This design comes from an exercise in tuning for small area, a short achievable clock period and few clock cycles on the open sky130 flow, not from production work. Only simulation tests tie the RTL to the original design; equivalence was not proved. No driver is modelled on the clock port, so clocking that relies on it looks cheaper here than on a real chip. Power and IR drop assume default switching activity.

==> flow/design.v (excerpt) <==
module CHIP(clk,
            rst_n,
            mem_wen_D,
            mem_addr_D,
            mem_wdata_D,
            mem_rdata_D,
            mem_addr_I,
            mem_rdata_I
    );
Settings: LEC_CHECK=0, CAP_MARGIN=20, CORE_MARGIN=2, CORE_UTILIZATION=40, PLACE_DENSITY=0.5, SETUP_SLACK_MARGIN=5.0, SLEW_MARGIN=20, TNS_END_PERCENT=5; clock period 10.0 ns.
standard.sh (not shown) runs the stock make flow with config.mk's settings and CLKGATE_MAP_FILE= SYNTH_SCRIPT=/design/flow/synth_recipe.tcl, a recipe that flattens the netlist after the stock synthesis.
==> flow/flow/run.sh <==
#!/bin/bash
set -euo pipefail
bash standard.sh 'BUFFER_PORTS_ARGS=-buffer_cell sky130_fd_sc_hd__buf_4' SETUP_SLACK_MARGIN=6.2 finish > standard.log 2>&1
Testbench counts at the start, summed over its fixed seeds: cycles 38,303.
Edit:
==> flow/flow/run.sh (replaced) <==
#!/bin/bash
set -euo pipefail
bash standard.sh 'BUFFER_PORTS_ARGS=-buffer_cell sky130_fd_sc_hd__buf_2' SETUP_SLACK_MARGIN=6.2 \
  "PRE_GLOBAL_ROUTE_TCL=$PWD/flow/rc.tcl" finish > standard.log 2>&1
==> flow/flow/rc.tcl (new file) <==
set k 1.3
set_layer_rc -layer li1  -capacitance [expr {$k*1.499e-04}]   -resistance [expr {$k*7.176e-02}]
set_layer_rc -layer met1 -capacitance [expr {$k*1.72375E-04}] -resistance [expr {$k*8.929e-04}]
set_layer_rc -layer met2 -capacitance [expr {$k*1.36233E-04}] -resistance [expr {$k*8.929e-04}]
set_layer_rc -layer met3 -capacitance [expr {$k*2.14962E-04}] -resistance [expr {$k*1.567e-04}]
set_layer_rc -layer met4 -capacitance [expr {$k*1.48128E-04}] -resistance [expr {$k*1.567e-04}]
set_layer_rc -layer met5 -capacitance [expr {$k*1.54087E-04}] -resistance [expr {$k*1.781e-05}]
set_wire_rc -signal -layer met1
set_wire_rc -clock -layer met3
After rerunning:
- The changed run ran to the end with no violations
- power falls by about 0.8%
- routed wire length stays flat
- cell area grows by 2.1%
- utilization climbs by 1.0 points
- clock-buffer cell count went down by 14
- clock power is lower by 3.7%
- sequential power went down by about 0.5%
- non-clock buffer count went up by 141
- via count goes up by about 2%


## job 2402
Starting RTL as in the previous note.
clock: 10.0 ns
lec_check: 0
cap_margin: 20
core_margin: 2
core_utilization: 45
place_density: 0.55
setup_slack_margin: 5.0
slew_margin: 20
tns_end_percent: 5
==> flow/flow/run.sh <==
#!/bin/bash
set -euo pipefail
bash standard.sh 'BUFFER_PORTS_ARGS=-buffer_cell sky130_fd_sc_hd__buf_2' SETUP_SLACK_MARGIN=6.2 finish > standard.log 2>&1
Job 2402: all stages complete, timing, DRC and antenna checks passed
Testbench counts of job 2402, summed over its fixed seeds: cycles 38,303.
Setup changes, job 2402 to job 745
# job 2402
export LEC_CHECK = 0
export CAP_MARGIN = 20
export CORE_MARGIN = 2
export CORE_UTILIZATION = 45
export PLACE_DENSITY = 0.55
export SETUP_SLACK_MARGIN = 5.0
export SLEW_MARGIN = 20
export TNS_END_PERCENT = 5
create_clock -name core_clock -period 10.0 [get_ports {clk}]
# job 745
export LEC_CHECK = 0
export CAP_MARGIN = 20
export CORE_MARGIN = 2
export CORE_UTILIZATION = 40
export PLACE_DENSITY = 0.5
export SETUP_SLACK_MARGIN = 5.0
export SLEW_MARGIN = 20
export TNS_END_PERCENT = 5
create_clock -name core_clock -period 10.0 [get_ports {clk}]
==> flow/flow/run.sh <==
#!/bin/bash
set -euo pipefail
bash standard.sh 'BUFFER_PORTS_ARGS=-buffer_cell sky130_fd_sc_hd__buf_2' SETUP_SLACK_MARGIN=6.2 \
  "PRE_GLOBAL_ROUTE_TCL=$PWD/flow/rc.tcl" "PRE_CTS_TCL=$PWD/flow/rc.tcl" finish > standard.log 2>&1
==> flow/flow/rc.tcl (new file) <==
set k 1.2
set_layer_rc -layer li1  -capacitance [expr {$k*1.499e-04}]   -resistance [expr {$k*7.176e-02}]
set_layer_rc -layer met1 -capacitance [expr {$k*1.72375E-04}] -resistance [expr {$k*8.929e-04}]
set_layer_rc -layer met2 -capacitance [expr {$k*1.36233E-04}] -resistance [expr {$k*8.929e-04}]
set_layer_rc -layer met3 -capacitance [expr {$k*2.14962E-04}] -resistance [expr {$k*1.567e-04}]
set_layer_rc -layer met4 -capacitance [expr {$k*1.48128E-04}] -resistance [expr {$k*1.567e-04}]
set_layer_rc -layer met5 -capacitance [expr {$k*1.54087E-04}] -resistance [expr {$k*1.781e-05}]
set_wire_rc -signal -layer met1
set_wire_rc -clock -layer met3
==> notes.md <==
Going from job 2402 to job 745, total via count in the routed design grows by 764. Between job 2402 and job 745, share of the clock period used by the worst path after layout is lower for job 745, job 2402 comes in above that. Cell count: job 745 higher than job 2402. In the tables for job 2402 and job 745, worst hold slack reads higher with job 2402.
### job 745 -> job 2562
==> flow/flow/run.sh <==
#!/bin/bash
set -euo pipefail
bash standard.sh 'BUFFER_PORTS_ARGS=-buffer_cell sky130_fd_sc_hd__buf_2' SETUP_SLACK_MARGIN=6.2 finish > standard.log 2>&1
removed: flow/flow/rc.tcl
==> comparison <==
- Between job 745 and job 2562, the tap cell count does not differ in any meaningful way.
- Sort job 2562 and job 745 by power, ascending, and job 2562 comes first.
- Lower non-clock buffer count among job 2562 and job 745: job 2562
- Re via count: job 2562 and job 745 aren't equal, and the higher value belongs to job 745.
diff inputs: job 2562 => job 2536
# job 2562
export LEC_CHECK = 0
export CAP_MARGIN = 20
export CORE_MARGIN = 2
export CORE_UTILIZATION = 40
export PLACE_DENSITY = 0.5
export SETUP_SLACK_MARGIN = 5.0
export SLEW_MARGIN = 20
export TNS_END_PERCENT = 5
create_clock -name core_clock -period 10.0 [get_ports {clk}]
# job 2536
export LEC_CHECK = 0
export CAP_MARGIN = 20
export CORE_MARGIN = 2
export CORE_UTILIZATION = 40
export CTS_CLUSTER_DIAMETER = 80
export CTS_CLUSTER_SIZE = 20
export PLACE_DENSITY = 0.5
export SETUP_SLACK_MARGIN = 5.0
export SLEW_MARGIN = 20
export TNS_END_PERCENT = 5
create_clock -name core_clock -period 10.0 [get_ports {clk}]
Results
- Diff job 2562 -> job 2536: number of gates on the worst path with buffers counted dropped 1, required arrival time at the worst endpoint dropped 0.14 ns, via count of the first global-routing pass dropped 557.
- [compare] base=job 2562 new=job 2536: count of clock-buffer cells in the layout moved down; routed wire length comparable.
- Diff job 2536..job 2562 | fraction of the mapped netlist area in simple logic gates | unchanged
- Between job 2536 and job 2562, it is job 2536 whose proportion of power drawn by combinational gates is higher, by 3.4 points.
- Job 2536 against job 2562: count of buffers from port buffering has remained practically unchanged, initial antenna violation count has remained practically unchanged, power drawn by the sequential cells has remained practically unchanged, detailed-router iteration count before antenna repair has decreased.

[re-timing with driven ports]
In the flow no input, the clock included, has a driving cell. The finished layouts below were timed again as built, in two steps.
Step 1, drivers: a clkbuf_16 drives clk and a buf_2 each remaining input, both assumed.
Step 2 adds t to the input delays and takes it off the output delays; t is the mean of the earliest and latest rising clock arrival at the registers after step 1. Input paths then give back, and output paths get back, about the clock's delay inside the block.
Slacks: no drivers / after step 1 / after step 2; pairs: no drivers / after step 1.
| run | t, ns | setup WS [ns] | clock arrival spread, ns | pins driven straight from the clock port |
|---|---|---|---|---|
| the first run of note 1 | 0.892 | 5.504 / 5.568 / 4.676 | 0.047 / 0.046 | 1 |
| the second run of note 1 | 0.903 | 5.639 / 5.639 / 4.871 | 0.041 / 0.041 | 1 |
| job 2402 | 0.895 | 5.438 / 5.501 / 4.607 | 0.034 / 0.033 | 1 |
| job 745 | 0.909 | 5.614 / 5.684 / 4.775 | 0.048 / 0.048 | 1 |
| job 2562 | 0.901 | 5.579 / 5.642 / 4.743 | 0.041 / 0.041 | 1 |
| job 2536 | 0.839 | 5.488 / 5.550 / 4.710 | 0.038 / 0.037 | 1 |
After both steps every run listed still meets setup and hold. The setup slack of job 745, which loses most, moves by +0.070 ns with the drivers and by -0.839 ns with both steps.
